This is an optimization exercise on Yosys and OpenROAD, whose aim is small area, a short achievable clock period and few clock cycles, not a production implementation. The RTL was checked by simulation tests, not by an equivalence proof against the original design.

==> inputs of run M <==
==> flow/design.v <==
module CPU(
    input clk,
    input reset,
    input [31:0] idata,    
    output [31:0] iaddr,   
    input [31:0] drdata,   
    output [31:0] daddr,   
    output [31:0] dwdata,  
    output [3:0] we,       
    output [31:0] x31,
    output [31:0] pc
);
    reg  [31:2] f_pc;
    assign iaddr = {f_pc, 2'b00};
    assign pc    = iaddr;
    reg  [31:0] d_ins;
    reg         d_v;
    reg d_lui, d_auipc, d_jal, d_jalr, d_br, d_load, d_store, d_opimm, d_op;
    reg d_use1, d_use2, d_wr;
    reg  [31:2] d_rel;       
    reg  [31:2] d_link;      
    reg         d_pred;      
    reg  [31:0] e_a, e_b, e_c;
    reg         e_fam, e_fbm, e_fcm;    
    reg  [4:0]  e_rd;
    reg         e_wen, e_load, e_store, e_br, e_jalr;
    reg  [2:0]  e_f3;
    reg         e_sub, e_sra, e_sgn, e_pred;
    reg  [7:0]  e_sel;               
    reg  [31:0] m_res;
    reg  [31:0] m_sd;
    reg  [3:0]  m_we;
    reg  [4:0]  m_rd;
    reg         m_wen;
    reg         m_res_sel;                      
    reg  [3:0]  m_b0;                           
    reg         m_b1_1, m_b1_3, m_b1_sx;        
    reg         m_hi_d, m_hi_sx;                
    reg  [3:0]  m_sg;                           
    wire [31:0] d = drdata;
    wire ld_sign = |(m_sg & {d[31], d[23], d[15], d[7]});
    wire [31:0] m_val;
    assign m_val[7:0]   = ({8{m_b0[0]}} & d[7:0])   | ({8{m_b0[1]}} & d[15:8]) |
                          ({8{m_b0[2]}} & d[23:16]) | ({8{m_b0[3]}} & d[31:24]) |
                          ({8{m_res_sel}} & m_res[7:0]);
    assign m_val[15:8]  = ({8{m_b1_1}} & d[15:8]) | ({8{m_b1_3}} & d[31:24]) |
                          ({8{m_b1_sx & ld_sign}}) |
                          ({8{m_res_sel}} & m_res[15:8]);
    assign m_val[31:16] = ({16{m_hi_d}} & d[31:16]) |
                          ({16{m_hi_sx & ld_sign}}) |
                          ({16{m_res_sel}} & m_res[31:16]);
    reg [31:0] rf [1:31];
    genvar gi;
    generate
        for (gi = 1; gi < 32; gi = gi + 1) begin : g_rf
            always @(posedge clk)
                if (m_wen && m_rd == gi)
                    rf[gi] <= m_val;
        end
    endgenerate
    assign x31 = rf[31];
    wire [4:0] rs1  = d_ins[19:15];
    wire [4:0] rs2  = d_ins[24:20];
    wire [4:0] rd   = d_ins[11:7];
    wire [2:0] f3   = d_ins[14:12];
    wire is_lui   = d_lui;
    wire is_auipc = d_auipc;
    wire is_jal   = d_jal;
    wire is_jalr  = d_jalr;
    wire is_br    = d_br;
    wire is_load  = d_load;
    wire is_store = d_store;
    wire is_opimm = d_opimm;
    wire is_op    = d_op;
    wire use1 = d_use1;
    wire use2 = d_use2;
    wire wr   = d_wr;
    wire [4:0] f_op = idata[6:2];
    wire f_lui   = f_op == 5'b01101;
    wire f_auipc = f_op == 5'b00101;
    wire f_jal   = f_op == 5'b11011;
    wire f_jalr  = f_op == 5'b11001;
    wire f_br    = f_op == 5'b11000;
    wire f_load  = f_op == 5'b00000;
    wire f_store = f_op == 5'b01000;
    wire f_opimm = f_op == 5'b00100;
    wire f_opr   = f_op == 5'b01100;
    wire [31:0] imm_i = {{20{d_ins[31]}}, d_ins[31:20]};
    wire [31:0] imm_s = {{20{d_ins[31]}}, d_ins[31:25], d_ins[11:7]};
    wire [31:0] imm_b = {{20{d_ins[31]}}, d_ins[7], d_ins[30:25], d_ins[11:8], 1'b0};
    wire [31:0] imm_u = {d_ins[31:12], 12'b0};
    wire [31:0] imm_j = {{12{d_ins[31]}}, d_ins[19:12], d_ins[20], d_ins[30:21], 1'b0};
    wire [31:0] f_imm_j = {{12{idata[31]}}, idata[19:12], idata[20], idata[30:21], 1'b0};
    wire [31:0] f_imm_b = {{20{idata[31]}}, idata[7], idata[30:25], idata[11:8], 1'b0};
    wire [31:0] f_imm_u = {idata[31:12], 12'b0};
    wire f_sel_j = idata[6] & idata[3];
    wire f_sel_b = idata[6] & ~idata[3];
    wire f_sel_u = ~idata[6];
    wire [31:2] f_imm = ({30{f_sel_j}} & f_imm_j[31:2]) | ({30{f_sel_b}} & f_imm_b[31:2]) |
                        ({30{f_sel_u}} & f_imm_u[31:2]);
    wire [31:2] f_rel = f_pc + f_imm;
    wire [31:2] f_inc = f_pc + 30'd1;
    wire f_taken = idata[6] & idata[5] &
                   (idata[3] | (~idata[2] & (idata[31] | idata[12])));
    wire [31:0] rf1, rf2;
    reg  [31:0] r1, r2;
    integer k;
    always @(*) begin
        r1 = 32'b0;
        r2 = 32'b0;
        for (k = 1; k < 32; k = k + 1) begin
            r1 = r1 | ({32{rs1 == k}} & rf[k]);
            r2 = r2 | ({32{rs2 == k}} & rf[k]);
        end
    end
    assign rf1 = r1;
    assign rf2 = r2;
    wire wm1 = m_wen && (rs1 == m_rd);
    wire wm2 = m_wen && (rs2 == m_rd);
    wire [31:0] v1 = rf1;
    wire [31:0] v2 = rf2;
    wire [31:0] a_n = use1 ? v1 : 32'b0;
    wire [31:0] b_n = (is_op | is_br) ? v2 :
                      is_auipc ? {d_rel, 2'b00} :
                      is_store ? imm_s :
                      is_lui   ? imm_u : imm_i;
    wire [31:0] c_n = is_store ? v2 : (is_br & ~d_pred) ? {d_rel, 2'b00} : {d_link, 2'b00};
    wire stall = d_v && e_load && e_wen &&
                 ((use1 && rs1 == e_rd) || (use2 && rs2 == e_rd));
    wire [31:0] A = e_fam ? m_res : e_a;
    wire [31:0] B = e_fbm ? m_res : e_b;
    wire [31:0] C = e_fcm ? m_res : e_c;
    wire [31:0] Bx = e_sub ? ~B : B;
    wire [32:0] sum33 = {A, 1'b1} + {Bx, e_sub};
    wire [31:0] sum = sum33[32:1];
    wire [31:0] ca = {A[31] ^ e_sgn, A[30:0]};
    wire [31:0] cb = {B[31] ^ e_sgn, B[30:0]};
    wire [31:0] l0 = ~ca & cb;
    wire [31:0] g0 = ca & ~cb;
    wire [15:0] l1, g1;
    wire [7:0]  l2, g2;
    wire [3:0]  l3, g3;
    wire [1:0]  l4, g4;
    genvar gc;
    generate
        for (gc = 0; gc < 16; gc = gc + 1) begin : g_c1
            assign l1[gc] = l0[2*gc+1] | (~g0[2*gc+1] & l0[2*gc]);
            assign g1[gc] = g0[2*gc+1] | (~l0[2*gc+1] & g0[2*gc]);
        end
        for (gc = 0; gc < 8; gc = gc + 1) begin : g_c2
            assign l2[gc] = l1[2*gc+1] | (~g1[2*gc+1] & l1[2*gc]);
            assign g2[gc] = g1[2*gc+1] | (~l1[2*gc+1] & g1[2*gc]);
        end
        for (gc = 0; gc < 4; gc = gc + 1) begin : g_c3
            assign l3[gc] = l2[2*gc+1] | (~g2[2*gc+1] & l2[2*gc]);
            assign g3[gc] = g2[2*gc+1] | (~l2[2*gc+1] & g2[2*gc]);
        end
        for (gc = 0; gc < 2; gc = gc + 1) begin : g_c4
            assign l4[gc] = l3[2*gc+1] | (~g3[2*gc+1] & l3[2*gc]);
            assign g4[gc] = g3[2*gc+1] | (~l3[2*gc+1] & g3[2*gc]);
        end
    endgenerate
    wire lt = l4[1] | (~g4[1] & l4[0]);
    wire gt = g4[1] | (~l4[1] & g4[0]);
    wire eq = ~(lt | gt);
    wire [4:0]  sh  = B[4:0];
    wire [31:0] sll = A << sh;
    wire [63:0] srx = {{32{e_sra & A[31]}}, A} >> sh;
    wire [31:0] sr  = srx[31:0];
    wire [31:0] res = ({32{e_sel[0]}} & sum)
                    | ({32{e_sel[1]}} & {31'b0, lt})
                    | ({32{e_sel[2]}} & (A ^ B))
                    | ({32{e_sel[3]}} & (A | B))
                    | ({32{e_sel[4]}} & (A & B))
                    | ({32{e_sel[5]}} & sll)
                    | ({32{e_sel[6]}} & sr)
                    | ({32{e_sel[7]}} & C);
    wire cond  = (e_f3[2] ? lt : eq) ^ e_f3[0];
    wire redir = (e_br & (cond ^ e_pred)) | e_jalr;
    wire [31:2] redir_pc = e_jalr ? sum[31:2] : e_c[31:2];
    wire ld_b = e_f3[1:0] == 2'b00;
    wire ld_h = e_f3[1:0] == 2'b01;
    wire ld_w = e_f3[1];
    reg [3:0] be;
    always @(*) begin
        case (e_f3[1:0])
            2'b00:   be = 4'b0001 << sum[1:0];
            2'b01:   be = sum[1] ? 4'b1100 : 4'b0011;
            default: be = 4'b1111;
        endcase
    end
    wire [31:0] sd = (e_f3[1:0] == 2'b00) ? {4{C[7:0]}} :
                     (e_f3[1:0] == 2'b01) ? {2{C[15:0]}} : C;
    always @(posedge clk) begin
        if (reset)
            f_pc <= 30'b0;
        else if (redir)
            f_pc <= redir_pc;
        else if (!stall) begin
            if (f_taken)
                f_pc <= f_rel;
            else
                f_pc <= f_inc;
        end
        if (reset || redir)
            d_v <= 1'b0;
        else if (!stall)
            d_v <= 1'b1;
        if (!stall) begin
            d_ins   <= idata;
            d_rel   <= f_rel;
            d_link  <= f_inc;
            d_pred  <= f_taken;
            d_lui   <= f_lui;
            d_auipc <= f_auipc;
            d_jal   <= f_jal;
            d_jalr  <= f_jalr;
            d_br    <= f_br;
            d_load  <= f_load;
            d_store <= f_store;
            d_opimm <= f_opimm;
            d_op    <= f_opr;
            d_use1  <= ~(f_lui | f_auipc | f_jal);
            d_use2  <= f_br | f_store | f_opr;
            d_wr    <= ~(f_br | f_store) & (idata[11:7] != 5'd0);
        end
        e_a  <= (use1 && wm1) ? m_val : a_n;
        e_b  <= ((is_op | is_br) && wm2) ? m_val : b_n;
        e_c  <= (is_store && wm2) ? m_val : c_n;
        e_fam <= use1 && e_wen && (rs1 == e_rd);
        e_fbm <= (is_op | is_br) && e_wen && (rs2 == e_rd);
        e_fcm <= is_store && e_wen && (rs2 == e_rd);
        e_rd <= rd;
        e_f3 <= f3;
        e_sub <= is_op && d_ins[30] && f3 == 3'b000;
        e_sra <= d_ins[30];
        e_pred <= d_pred;
        e_sgn <= is_br ? ~f3[1] : ~f3[0];
        e_sel[0] <= ~((is_op | is_opimm) && f3 != 3'b000) & ~(is_jal | is_jalr);
        e_sel[1] <= (is_op | is_opimm) && f3[2:1] == 2'b01;
        e_sel[2] <= (is_op | is_opimm) && f3 == 3'b100;
        e_sel[3] <= (is_op | is_opimm) && f3 == 3'b110;
        e_sel[4] <= (is_op | is_opimm) && f3 == 3'b111;
        e_sel[5] <= (is_op | is_opimm) && f3 == 3'b001;
        e_sel[6] <= (is_op | is_opimm) && f3 == 3'b101;
        e_sel[7] <= is_jal | is_jalr;
        if (reset || redir || stall || !d_v) begin
            e_wen   <= 1'b0;
            e_load  <= 1'b0;
            e_store <= 1'b0;
            e_br    <= 1'b0;
            e_jalr  <= 1'b0;
        end else begin
            e_wen   <= wr;
            e_load  <= is_load;
            e_store <= is_store;
            e_br    <= is_br;
            e_jalr  <= is_jalr;
        end
        m_res  <= res;
        m_sd   <= sd;
        m_rd   <= e_rd;
        m_res_sel <= ~e_load;
        m_b0[0] <= e_load & (ld_w | (ld_h & ~sum[1]) | (ld_b & sum[1:0] == 2'd0));
        m_b0[1] <= e_load & ld_b & sum[1:0] == 2'd1;
        m_b0[2] <= e_load & ((ld_b & sum[1:0] == 2'd2) | (ld_h & sum[1]));
        m_b0[3] <= e_load & ld_b & sum[1:0] == 2'd3;
        m_b1_1  <= e_load & (ld_w | (ld_h & ~sum[1]));
        m_b1_3  <= e_load & ld_h & sum[1];
        m_b1_sx <= e_load & ld_b & ~e_f3[2];
        m_hi_d  <= e_load & ld_w;
        m_hi_sx <= e_load & ~ld_w & ~e_f3[2];
        m_sg[0] <= ld_b & sum[1:0] == 2'd0;
        m_sg[1] <= (ld_b & sum[1:0] == 2'd1) | (ld_h & ~sum[1]);
        m_sg[2] <= ld_b & sum[1:0] == 2'd2;
        m_sg[3] <= (ld_b & sum[1:0] == 2'd3) | (ld_h & sum[1]);
        if (reset) begin
            m_wen <= 1'b0;
            m_we  <= 4'b0;
        end else begin
            m_wen <= e_wen;
            m_we  <= e_store ? be : 4'b0;
        end
    end
    assign daddr  = m_res;
    assign dwdata = m_sd;
    assign we     = m_we;
endmodule
==> flow/run.sh <==
#!/bin/bash
# synth_recipe.tcl (not shown) runs the flow's synth.tcl, then flattens the netlist and writes it again
# the make line also repeats each setting of config.mk as NAME=value (left out here)
make -C /OpenROAD-flow-scripts/flow DESIGN_CONFIG=/design/flow/config.mk WORK_HOME=/design/flow/orfs CLKGATE_MAP_FILE= SYNTH_SCRIPT=/design/flow/synth_recipe.tcl finish
==> flow/config.mk <==
export PLATFORM = sky130hd
export DESIGN_NAME = CPU
export DESIGN_NICKNAME = CPU
export VERILOG_FILES = /design/flow/design.v
export SDC_FILE = /design/flow/constraint.sdc
export NUM_CORES = 4
export LEC_CHECK = 0
export CAP_MARGIN = 20
export CORE_MARGIN = 2
export CORE_UTILIZATION = 40
export PLACE_DENSITY = 0.6
export SETUP_SLACK_MARGIN = 5
export SLEW_MARGIN = 20
==> flow/constraint.sdc <==
create_clock -name core_clock -period 10.0 [get_ports {clk}]
set_input_delay 2.0000 -clock core_clock [delete_from_list [all_inputs] [get_ports {clk}]]
set_output_delay 2.0000 -clock core_clock [all_outputs]
set_load 0.01 [all_outputs]
==> run E (differences from run M) <==
--- a/flow/design.v
+++ b/flow/design.v
@@ -18,6 +18,5 @@
     reg d_lui, d_auipc, d_jal, d_jalr, d_br, d_load, d_store, d_opimm, d_op;
     reg d_use1, d_use2, d_wr;
-    reg  [31:2] d_rel;       
-    reg  [31:2] d_link;      
+    reg  [31:2] d_alt;
     reg         d_pred;      
     reg  [31:0] e_a, e_b, e_c;
@@ -26,5 +25,5 @@
     reg         e_wen, e_load, e_store, e_br, e_jalr;
     reg  [2:0]  e_f3;
-    reg         e_sub, e_sra, e_sgn, e_pred;
+    reg         e_sub, e_sra, e_sgn, e_inv;    
     reg  [7:0]  e_sel;               
     reg  [31:0] m_res;
@@ -91,16 +90,29 @@
     wire [31:0] imm_u = {d_ins[31:12], 12'b0};
     wire [31:0] imm_j = {{12{d_ins[31]}}, d_ins[19:12], d_ins[20], d_ins[30:21], 1'b0};
-    wire [31:0] f_imm_j = {{12{idata[31]}}, idata[19:12], idata[20], idata[30:21], 1'b0};
-    wire [31:0] f_imm_b = {{20{idata[31]}}, idata[7], idata[30:25], idata[11:8], 1'b0};
-    wire [31:0] f_imm_u = {idata[31:12], 12'b0};
-    wire f_sel_j = idata[6] & idata[3];
-    wire f_sel_b = idata[6] & ~idata[3];
-    wire f_sel_u = ~idata[6];
-    wire [31:2] f_imm = ({30{f_sel_j}} & f_imm_j[31:2]) | ({30{f_sel_b}} & f_imm_b[31:2]) |
-                        ({30{f_sel_u}} & f_imm_u[31:2]);
-    wire [31:2] f_rel = f_pc + f_imm;
+    wire [20:2] f_off = idata[3] ?
+        {idata[31], idata[19:12], idata[20], idata[30:25], idata[24:22]} :
+        {{9{idata[31]}}, idata[7], idata[30:25], idata[11:9]};
+    wire [19:0] f_lo = {1'b0, f_pc[20:2]} + {1'b0, f_off};
+    wire [31:21] f_hi_p1 = f_pc[31:21] + 11'd1;
+    wire [31:21] f_hi_m1 = f_pc[31:21] - 11'd1;
+    wire [31:21] f_hi = (f_lo[19] & ~idata[31]) ? f_hi_p1 :
+                        (~f_lo[19] & idata[31]) ? f_hi_m1 : f_pc[31:21];
+    wire [31:2] f_rel = {f_hi, f_lo[18:0]};        
+    wire [31:2] f_relu = {f_pc[31:12] + idata[31:12], f_pc[11:2]};
     wire [31:2] f_inc = f_pc + 30'd1;
+    wire f_same  = idata[19:15] == idata[24:20];
+    wire f_br_t  = f_same ? ~(idata[14] ^ idata[12]) : (idata[31] | idata[12]);
+    wire f_fuse  = idata[6] & idata[5] & idata[2] & ~idata[3] &
+                   d_v & d_auipc & (d_ins[11:7] == idata[19:15]) &
+                   (idata[19:15] != 5'd0);
+    wire [10:0] f_jlo = {1'b0, d_alt[11:2]} + {1'b0, idata[31:22]};
+    wire [31:12] d_alt_p1 = d_alt[31:12] + 20'd1;
+    wire [31:12] d_alt_m1 = d_alt[31:12] - 20'd1;
+    wire [31:12] f_jhi = (f_jlo[10] & ~idata[31]) ? d_alt_p1 :
+                         (~f_jlo[10] & idata[31]) ? d_alt_m1 : d_alt[31:12];
+    wire [31:2] f_jt = {f_jhi, f_jlo[9:0]};
     wire f_taken = idata[6] & idata[5] &
-                   (idata[3] | (~idata[2] & (idata[31] | idata[12])));
+                   (idata[3] | (~idata[2] & f_br_t));
+    wire f_link  = idata[6] & idata[5] & (idata[3] | idata[2] | f_br_t);
     wire [31:0] rf1, rf2;
     reg  [31:0] r1, r2;
@@ -122,8 +134,8 @@
     wire [31:0] a_n = use1 ? v1 : 32'b0;
     wire [31:0] b_n = (is_op | is_br) ? v2 :
-                      is_auipc ? {d_rel, 2'b00} :
+                      is_auipc ? {d_alt, 2'b00} :
                       is_store ? imm_s :
                       is_lui   ? imm_u : imm_i;
-    wire [31:0] c_n = is_store ? v2 : (is_br & ~d_pred) ? {d_rel, 2'b00} : {d_link, 2'b00};
+    wire [31:0] c_n = is_store ? v2 : {d_alt, 2'b00};
     wire stall = d_v && e_load && e_wen &&
                  ((use1 && rs1 == e_rd) || (use2 && rs2 == e_rd));
@@ -176,6 +188,5 @@
                     | ({32{e_sel[6]}} & sr)
                     | ({32{e_sel[7]}} & C);
-    wire cond  = (e_f3[2] ? lt : eq) ^ e_f3[0];
-    wire redir = (e_br & (cond ^ e_pred)) | e_jalr;
+    wire redir = (e_br & ((e_f3[2] ? lt : eq) ^ e_inv)) | e_jalr;
     wire [31:2] redir_pc = e_jalr ? sum[31:2] : e_c[31:2];
     wire ld_b = e_f3[1:0] == 2'b00;
@@ -200,4 +211,6 @@
             if (f_taken)
                 f_pc <= f_rel;
+            else if (f_fuse)
+                f_pc <= f_jt;
             else
                 f_pc <= f_inc;
@@ -209,7 +222,6 @@
         if (!stall) begin
             d_ins   <= idata;
-            d_rel   <= f_rel;
-            d_link  <= f_inc;
-            d_pred  <= f_taken;
+            d_alt   <= f_link ? f_inc : idata[6] ? f_rel : f_relu;
+            d_pred  <= f_taken | f_fuse;
             d_lui   <= f_lui;
             d_auipc <= f_auipc;
@@ -235,5 +247,5 @@
         e_sub <= is_op && d_ins[30] && f3 == 3'b000;
         e_sra <= d_ins[30];
-        e_pred <= d_pred;
+        e_inv <= f3[0] ^ d_pred;
         e_sgn <= is_br ? ~f3[1] : ~f3[0];
         e_sel[0] <= ~((is_op | is_opimm) && f3 != 3'b000) & ~(is_jal | is_jalr);
@@ -256,5 +268,5 @@
             e_store <= is_store;
             e_br    <= is_br;
-            e_jalr  <= is_jalr;
+            e_jalr  <= is_jalr & ~d_pred;
         end
         m_res  <= res;
==> flow/flow/run.sh (new file) <==
#!/bin/bash
set -euo pipefail
bash standard.sh SETUP_SLACK_MARGIN=6 \
  "BUFFER_PORTS_ARGS=-buffer_cell sky130_fd_sc_hd__buf_1" \
  finish > standard_flow.log 2>&1
==> flow/standard.sh (new file) <==
#!/bin/bash
# synth_recipe.tcl (not shown) runs the flow's synth.tcl, then flattens the netlist and writes it again
# the make line also repeats each setting of config.mk as NAME=value (left out here)
make -C /OpenROAD-flow-scripts/flow DESIGN_CONFIG=/design/flow/config.mk WORK_HOME=/design/flow/orfs CLKGATE_MAP_FILE= SYNTH_SCRIPT=/design/flow/synth_recipe.tcl "${@:-finish}"
Settings changed: CAP_MARGIN 20 to 30, SETUP_SLACK_MARGIN 5 to unset, SLEW_MARGIN 20 to 30.
removed: flow/run.sh
==> run F (differences from run M) <==
--- a/flow/design.v
+++ b/flow/design.v
@@ -18,6 +18,5 @@
     reg d_lui, d_auipc, d_jal, d_jalr, d_br, d_load, d_store, d_opimm, d_op;
     reg d_use1, d_use2, d_wr;
-    reg  [31:2] d_rel;       
-    reg  [31:2] d_link;      
+    reg  [31:2] d_alt;
     reg         d_pred;      
     reg  [31:0] e_a, e_b, e_c;
@@ -101,6 +100,13 @@
     wire [31:2] f_rel = f_pc + f_imm;
     wire [31:2] f_inc = f_pc + 30'd1;
+    wire f_same  = idata[19:15] == idata[24:20];
+    wire f_br_t  = f_same ? ~(idata[14] ^ idata[12]) : (idata[31] | idata[12]);
+    wire f_fuse  = idata[6] & idata[5] & idata[2] & ~idata[3] &
+                   d_v & d_auipc & (d_ins[11:7] == idata[19:15]) &
+                   (idata[19:15] != 5'd0);
+    wire [31:2] f_jt = d_alt + {{10{idata[31]}}, idata[31:22]};
     wire f_taken = idata[6] & idata[5] &
-                   (idata[3] | (~idata[2] & (idata[31] | idata[12])));
+                   (idata[3] | (~idata[2] & f_br_t));
+    wire f_link  = idata[6] & idata[5] & (idata[3] | idata[2] | f_br_t);
     wire [31:0] rf1, rf2;
     reg  [31:0] r1, r2;
@@ -122,8 +128,8 @@
     wire [31:0] a_n = use1 ? v1 : 32'b0;
     wire [31:0] b_n = (is_op | is_br) ? v2 :
-                      is_auipc ? {d_rel, 2'b00} :
+                      is_auipc ? {d_alt, 2'b00} :
                       is_store ? imm_s :
                       is_lui   ? imm_u : imm_i;
-    wire [31:0] c_n = is_store ? v2 : (is_br & ~d_pred) ? {d_rel, 2'b00} : {d_link, 2'b00};
+    wire [31:0] c_n = is_store ? v2 : {d_alt, 2'b00};
     wire stall = d_v && e_load && e_wen &&
                  ((use1 && rs1 == e_rd) || (use2 && rs2 == e_rd));
@@ -177,5 +183,5 @@
                     | ({32{e_sel[7]}} & C);
     wire cond  = (e_f3[2] ? lt : eq) ^ e_f3[0];
-    wire redir = (e_br & (cond ^ e_pred)) | e_jalr;
+    wire redir = (e_br & (cond ^ e_pred)) | (e_jalr & ~e_pred);
     wire [31:2] redir_pc = e_jalr ? sum[31:2] : e_c[31:2];
     wire ld_b = e_f3[1:0] == 2'b00;
@@ -200,4 +206,6 @@
             if (f_taken)
                 f_pc <= f_rel;
+            else if (f_fuse)
+                f_pc <= f_jt;
             else
                 f_pc <= f_inc;
@@ -209,7 +217,6 @@
         if (!stall) begin
             d_ins   <= idata;
-            d_rel   <= f_rel;
-            d_link  <= f_inc;
-            d_pred  <= f_taken;
+            d_alt   <= f_link ? f_inc : f_rel;
+            d_pred  <= f_taken | f_fuse;
             d_lui   <= f_lui;
             d_auipc <= f_auipc;
==> flow/flow/run.sh (new file) <==
#!/bin/bash
set -euo pipefail
bash standard.sh SETUP_SLACK_MARGIN=6 finish > standard_flow.log 2>&1
==> flow/standard.sh (new file) <==
#!/bin/bash
# synth_recipe.tcl (not shown) runs the flow's synth.tcl, then flattens the netlist and writes it again
# the make line also repeats each setting of config.mk as NAME=value (left out here)
make -C /OpenROAD-flow-scripts/flow DESIGN_CONFIG=/design/flow/config.mk WORK_HOME=/design/flow/orfs CLKGATE_MAP_FILE= SYNTH_SCRIPT=/design/flow/synth_recipe.tcl "${@:-finish}"
Settings changed: CAP_MARGIN 20 to 30, SETUP_SLACK_MARGIN 5 to unset, SLEW_MARGIN 20 to 30.
removed: flow/run.sh
==> impl_metrics.xml <==
<?xml version="1.0" encoding="UTF-8"?>
<metrics>
  <group name="placement">
    <metric name="post-dp-hpwl" unit="um">213300</metric>
  </group>
  <group name="clock_network">
    <metric name="post_cts.resized_instances" unit="">345</metric>
  </group>
  <group name="critical_path">
    <metric name="reg2reg_capture_point" unit="">f_pc[31]</metric>
  </group>
  <group name="global_route">
    <metric name="largest_net_degree_at_the_start_of_global_routing" unit="">65</metric>
  </group>
  <group name="yosys">
    <metric name="synth.distinct_cells" unit="">93</metric>
    <metric name="synth.area.top_cells" unit="">sky130_fd_sc_hd__edfxtp_1, sky130_fd_sc_hd__dfxtp_1, sky130_fd_sc_hd__a22oi_1, sky130_fd_sc_hd__ha_1, sky130_fd_sc_hd__a221oi_1</metric>
    <metric name="post_synth_and_or_nand_nor_area_fraction" unit="">0.09898</metric>
  </group>
  <group name="outcome">
    <metric name="run_status" unit="">timing/DRC/antenna clean</metric>
  </group>
  <group name="drt">
    <metric name="first_pass_iters" unit="">11</metric>
  </group>
</metrics>
-- figures above: run E

==> impl_metrics.xml <==
<?xml version="1.0" encoding="UTF-8"?>
<metrics>
  <group name="outcome">
    <metric name="run_status" unit="">failed layout checks</metric>
    <metric name="layout.failed_checks" unit="">capacitance limit, slew limit</metric>
  </group>
  <group name="critical_path">
    <metric name="critPathArrivalTime" unit="ns">5.66</metric>
  </group>
  <group name="flow_run">
    <metric name="timing.max_cap.violations" unit="">1</metric>
  </group>
  <group name="yosys">
    <metric name="post_synth_and_or_nand_nor_area_fraction" unit="">0.08753</metric>
    <metric name="synth.area.top_cells" unit="">sky130_fd_sc_hd__edfxtp_1, sky130_fd_sc_hd__dfxtp_1, sky130_fd_sc_hd__a22oi_1, sky130_fd_sc_hd__a221oi_1, sky130_fd_sc_hd__ha_1</metric>
  </group>
  <group name="sta">
    <metric name="slew_violations" unit="">1</metric>
  </group>
  <group name="clock_network">
    <metric name="post_cts.resized_instances" unit="">26</metric>
  </group>
  <group name="global_route">
    <metric name="largest_net_degree_at_the_start_of_global_routing" unit="">120</metric>
  </group>
  <group name="placement">
    <metric name="post-dp-hpwl" unit="um">203000</metric>
  </group>
  <group name="layout">
    <metric name="drive_gt1_frac" unit="">0.1192</metric>
  </group>
  <group name="drt">
    <metric name="first_pass_iters" unit="">13</metric>
  </group>
</metrics>
-- figures above: run M

==> impl_metrics.xml <==
<?xml version="1.0" encoding="UTF-8"?>
<metrics>
  <group name="critical_path">
    <metric name="cp-startpoint" unit="">e_fam</metric>
    <metric name="reg2reg_capture_point" unit="">f_pc[31]</metric>
  </group>
  <group name="drt">
    <metric name="route.antenna.remaining_nets" unit="">0</metric>
  </group>
  <group name="global_route">
    <metric name="largest_net_degree_at_the_start_of_global_routing" unit="">66</metric>
  </group>
  <group name="outcome">
    <metric name="run_status" unit="">timing/DRC/antenna clean</metric>
  </group>
  <group name="yosys">
    <metric name="synth.area.top_cells" unit="">sky130_fd_sc_hd__edfxtp_1, sky130_fd_sc_hd__dfxtp_1, sky130_fd_sc_hd__a221oi_1, sky130_fd_sc_hd__ha_1, sky130_fd_sc_hd__a22o_1</metric>
    <metric name="post_synth_and_or_nand_nor_area_fraction" unit="">0.09181</metric>
    <metric name="synth.distinct_cells" unit="">87</metric>
  </group>
  <group name="hold_path">
    <metric name="timing.hold.worst_endpoint" unit="">e_pred</metric>
  </group>
  <group name="placement">
    <metric name="post-dp-hpwl" unit="um">211900</metric>
  </group>
  <group name="layout">
    <metric name="layout.clock_buffers" unit="">171</metric>
  </group>
  <group name="sta">
    <metric name="number_of_endpoints_failing_setup_at_the_final_stage" unit="">0</metric>
  </group>
</metrics>
-- figures above: run F

Testbench counts of run M, summed over its fixed seeds: cycles 45,895.
Testbench counts of run E, summed over its fixed seeds: cycles 44,035.
Testbench counts of run F, summed over its fixed seeds: cycles 44,035.

## separate check: timing with driven ports
The flow's constraints put no driver on any port. The routed layouts listed below were extracted and timed again, unchanged, in two steps.
Step 1: set_driving_cell puts a clkbuf_16 on clk and a buf_2 on each other input, an assumption about the parent block.
Step 2 also shifts input and output timing later by t, the mid clock arrival at the registers, as if the neighbouring blocks saw the same clock.
a / b / c = no drivers / after step 1 / after step 2; a / b = the first two.
run | t, ns | slack for setup (ns) | worst hold slack (ns) | worst setup path after step 2
run M | 0.877 | 5.071 / 5.111 / 4.249 | 0.400 / 0.400 / 0.400 | input to register
run E | 0.891 | 5.664 / 5.664 / 4.862 | 0.403 / 0.403 / 0.403 | input to register
run F | 0.865 | 5.635 / 5.635 / 4.770 | 0.314 / 0.314 / 0.314 | input to register
The setup slack of run F, which loses most, moves by 0.000 ns with the drivers and by -0.865 ns with both steps.
